Background: an optimization exercise with open tools, aiming at small area. Do not read the settings as production practice.
In this exercise RTL edits were held to simulation tests only and were not proved equivalent to the original.
The flow treats the clock pin as an ideal source. Dropping or thinning the clock tree relies on that and would not hold on a real chip.
No activity file was given, so power comes from the tool's default toggle rates.

## branch harbor
==> module lab4, before the edit <==
module lab4(clk_50M,reset_n,write,write_control,write_address,write_data,write_complete,i2c_sda_o,i2c_sda_oe,i2c_scl);
	input clk_50M,reset_n,write;
	input [7:0] write_control;
	input [7:0] write_data;
	input [15:0] write_address;
	output write_complete;
	output i2c_scl;
	output i2c_sda_o;
	output i2c_sda_oe;
	reg write_d1;
	reg busy;
	reg [11:0] cs;
	reg [1:0] q;
	reg [3:0] j;
	reg [1:0] g;
	wire idle = ~busy;
	wire tc = cs[11] & cs[10] & cs[9] & ~cs[8] & ~cs[7] & ~cs[5] & cs[4] & cs[2] & cs[1] & ~cs[0];
	wire load = idle | tc;
	wire adv = tc & ~q[1] & q[0];
	wire g3 = g[1] & ~g[0];
	wire tostop = j[3] & ~j[0] & g3;
	wire done = j[3] & j[0] & ~g[1] & ~g[0] & q[1] & q[0] & tc;
	wire write_d2 = q[1];
	always @(posedge clk_50M or negedge reset_n)
		if (!reset_n) begin
			write_d1 <= 1'b0;
			busy <= 1'b0;
		end else begin
			write_d1 <= write;
			busy <= busy ? ~done : (write_d1 & ~write_d2);
		end
	always @(posedge clk_50M) begin
		cs[11] <= ~(idle | (~tc & cs[10]));
		cs[10] <= ~(busy & (tc | cs[9]));
		cs[9] <= ~(~load & cs[8]);
		cs[8] <= ~(load | cs[7]);
		cs[7] <= ~(~load & cs[6]);
		cs[6] <= ~(load | cs[5]);
		cs[5] <= ~(~load & cs[4]);
		cs[4] <= ~(load | cs[3]);
		cs[3] <= ~(~load & cs[2]);
		cs[2] <= ~(load | cs[1]);
		cs[1] <= ~(~load & cs[0]);
		cs[0] <= busy & (tc ? q[1] : cs[11] ^ cs[0]);
		if (idle)
			q <= {write_d1, 1'b0};
		else if (tc)
			q <= {done ? write_d1 : ~q[0], q[1]};
		if (idle) begin
			j <= 4'b1111;
			g <= 2'b10;
		end else if (adv) begin
			j[0] <= ~j[0] & (~j[3] | g3);
			j[1] <= (j[1] ^ j[0]) | tostop;
			j[2] <= (j[2] ^ (j[1] & j[0])) | tostop;
			j[3] <= (~j[3] & j[2] & j[1] & j[0]) | tostop;
			if (j[3])
				g <= {g[0], ~g[1]};
		end
	end
	wire [31:0] dv = {
		write_address[0], write_address[1], write_address[2], write_address[3],
		write_address[4], write_address[5], write_address[6], write_address[7],
		write_data[0], write_data[1], write_data[2], write_data[3],
		write_data[4], write_data[5], write_data[6], write_data[7],
		write_address[8], write_address[9], write_address[10], write_address[11],
		write_address[12], write_address[13], write_address[14], j[3],
		write_control[0], write_control[1], write_control[2], write_control[3],
		write_control[4], write_control[5], write_control[6], write_control[7]};
	wire [7:0] m1;
	wire [1:0] m2;
	genvar k;
	generate for (k = 0; k < 8; k = k + 1) begin : l1
		lab4_mux4 u (.s(j[1:0]), .d(dv[4*k+3:4*k]), .y(m1[k]));
	end endgenerate
	lab4_mux4 u20 (.s({g[0], j[2]}), .d(m1[3:0]), .y(m2[0]));
	lab4_mux4 u21 (.s({g[0], j[2]}), .d(m1[7:4]), .y(m2[1]));
	wire bit_v = g[1] ? m2[1] : m2[0];
	assign write_complete = idle;
	assign i2c_scl = idle | q[1];
	assign i2c_sda_o = idle | (~j[3] & bit_v);
	assign i2c_sda_oe = idle | ~j[3] | j[0] | (g3 & ~q[1] & q[0]);
endmodule
==> flow/config.mk <==
export PLATFORM = sky130hd
export DESIGN_NAME = lab4
export DESIGN_NICKNAME = lab4
export VERILOG_FILES = /design/flow/design.v
export SDC_FILE = /design/flow/constraint.sdc
export NUM_CORES = 4
export LEC_CHECK = 0
export CAP_MARGIN = 20
export CORE_AREA = 2 2 68 68
export DIE_AREA = 0 0 70 70
export PLACE_DENSITY = 0.9
export SLEW_MARGIN = 20
export SYNTH_HIERARCHICAL = 1
export SYNTH_MINIMUM_KEEP_SIZE = 0
==> flow/constraint.sdc <==
create_clock -name core_clock -period 20.0 [get_ports {clk_50M}]
set_input_delay 4.0000 -clock core_clock [delete_from_list [all_inputs] [get_ports {clk_50M}]]
set_output_delay 4.0000 -clock core_clock [all_outputs]
set_load 0.01 [all_outputs]
standard.sh (not shown) runs the stock make flow with config.mk's settings and CLKGATE_MAP_FILE= SYNTH_SCRIPT=/design/flow/synth_recipe.tcl, a recipe that flattens the netlist after the stock synthesis.
==> flow/flow/run.sh <==
#!/bin/bash
# Standard ORFS layout (standard.sh), with these changes:
#  - synthesis maps logic with an area-oriented ABC script (flow/abc_area.script)
#    in place of ORFS's abc_speed.script;
#  - port buffers are sky130_fd_sc_hd__buf_1;
#  - the clock tree is two clkbuf_4, each driving half of the registers
#    (flow/cts.tcl in place of ORFS's cts.tcl; everything else in it unchanged).
set -euo pipefail
D=$(pwd)
mkdir -p "$D/scripts"
for f in "$FLOW_HOME"/scripts/*; do ln -sf "$f" "$D/scripts/"; done
rm -f "$D/scripts/abc_speed.script" "$D/scripts/cts.tcl"
cp "$D/flow/abc_area.script" "$D/scripts/abc_speed.script"
cp "$D/flow/cts.tcl" "$D/scripts/cts.tcl"
export SCRIPTS_DIR="$D/scripts"
export BUFFER_PORTS_ARGS="-buffer_cell sky130_fd_sc_hd__buf_1"
export CLOCK_PORT_NAME=clk_50M
export CLOCK_BUFFER_CELL=sky130_fd_sc_hd__clkbuf_4
bash standard.sh finish > "$D/standard.log" 2>&1
Other scripts of this flow, unchanged in this note and not shown: flow/flow/abc_area.script, flow/flow/cts.tcl
branch harbor finished end to end and its layout was clean on timing, DRC and antenna.
Edits applied to the flow inputs when going from branch harbor to branch raven:
diff --git a/flow/design.v b/flow/design.v
--- a/flow/design.v
+++ b/flow/design.v
@@ -7,31 +7,33 @@
 	output write_complete;
 	output i2c_scl;
 	output i2c_sda_o;
 	output i2c_sda_oe;
 	reg write_d1;
+	reg write_d2;
 	reg busy;
 	reg [11:0] cs;
 	reg [1:0] q;
 	reg [3:0] j;
 	reg [1:0] g;
 	wire idle = ~busy;
 	wire tc = cs[11] & cs[10] & cs[9] & ~cs[8] & ~cs[7] & ~cs[5] & cs[4] & cs[2] & cs[1] & ~cs[0];
 	wire load = idle | tc;
-	wire adv = tc & ~q[1] & q[0];
+	wire adv = tc & q[1] & ~q[0];
 	wire g3 = g[1] & ~g[0];
 	wire tostop = j[3] & ~j[0] & g3;
 	wire done = j[3] & j[0] & ~g[1] & ~g[0] & q[1] & q[0] & tc;
-	wire write_d2 = q[1];
 	always @(posedge clk_50M or negedge reset_n)
 		if (!reset_n) begin
 			write_d1 <= 1'b0;
 			busy <= 1'b0;
 		end else begin
 			write_d1 <= write;
 			busy <= busy ? ~done : (write_d1 & ~write_d2);
 		end
+	always @(posedge clk_50M)
+		write_d2 <= write_d1;
 	always @(posedge clk_50M) begin
 		cs[11] <= ~(idle | (~tc & cs[10]));
 		cs[10] <= ~(busy & (tc | cs[9]));
 		cs[9] <= ~(~load & cs[8]);
 		cs[8] <= ~(load | cs[7]);
@@ -40,15 +42,15 @@
 		cs[5] <= ~(~load & cs[4]);
 		cs[4] <= ~(load | cs[3]);
 		cs[3] <= ~(~load & cs[2]);
 		cs[2] <= ~(load | cs[1]);
 		cs[1] <= ~(~load & cs[0]);
-		cs[0] <= busy & (tc ? q[1] : cs[11] ^ cs[0]);
+		cs[0] <= busy & (tc ? q[0] : cs[11] ^ cs[0]);
 		if (idle)
-			q <= {write_d1, 1'b0};
+			q <= 2'b01;
 		else if (tc)
-			q <= {done ? write_d1 : ~q[0], q[1]};
+			q <= {q[0], ~q[1]};
 		if (idle) begin
 			j <= 4'b1111;
 			g <= 2'b10;
 		end else if (adv) begin
 			j[0] <= ~j[0] & (~j[3] | g3);
@@ -76,13 +78,13 @@
 	end endgenerate
 	lab4_mux4 u20 (.s({g[0], j[2]}), .d(m1[3:0]), .y(m2[0]));
 	lab4_mux4 u21 (.s({g[0], j[2]}), .d(m1[7:4]), .y(m2[1]));
 	wire bit_v = g[1] ? m2[1] : m2[0];
 	assign write_complete = idle;
-	assign i2c_scl = idle | q[1];
+	assign i2c_scl = idle | q[0];
 	assign i2c_sda_o = idle | (~j[3] & bit_v);
-	assign i2c_sda_oe = idle | ~j[3] | j[0] | (g3 & ~q[1] & q[0]);
+	assign i2c_sda_oe = idle | ~j[3] | j[0] | (g3 & q[1] & ~q[0]);
 endmodule
 module lab4_mux4(s, d, y);
 	input [1:0] s;
 	input [3:0] d;
 	output y;
==> comparison <==
- Internal power component of branch raven exceeds that of branch harbor by a few percent.
- branch raven: no failed stages, no open violations at the end
- Re routed wire length: branch raven is about 6% down on branch harbor.
- Changes observed in branch raven relative to branch harbor: clock network fraction of design power roughly the same; cell area after technology mapping higher; global-route usage roughly the same; synthesized cell count higher.
- branch raven vs branch harbor: number of global-route vias before repair down by a few percent
No run of this note takes its clock network from TritonCTS; it comes from the design's own scripts or RTL.

-- re-timing with driven ports --
The flow's constraints put no driver on any port. The routed layouts listed below were extracted and timed again, unchanged, in two steps.
Step 1 assumes that a clkbuf_16 drives the clock port and a buf_2 every other input.
Step 2 times the ports against the registers' clock, not the clock port: input delays grow and output delays shrink by t, the midpoint of the rising clock arrivals with the driver on.
a / b / c = ideal ports / drivers / drivers and shift; a / b = the first two.
| run | shift t [ns] | setup WS [ns] | worst hold slack (ns) |
|---|---|---|---|
| branch harbor | 0.188 | 10.626 / 10.591 / 10.591 | 0.373 / 0.373 / 0.373 |
| branch raven | 0.193 | 10.626 / 10.605 / 10.605 | 0.393 / 0.393 / 0.393 |
After both steps setup and hold are still met in every run listed. For branch harbor, which loses most, drivers alone change the setup slack by -0.035 ns; drivers and shift together by -0.035 ns.
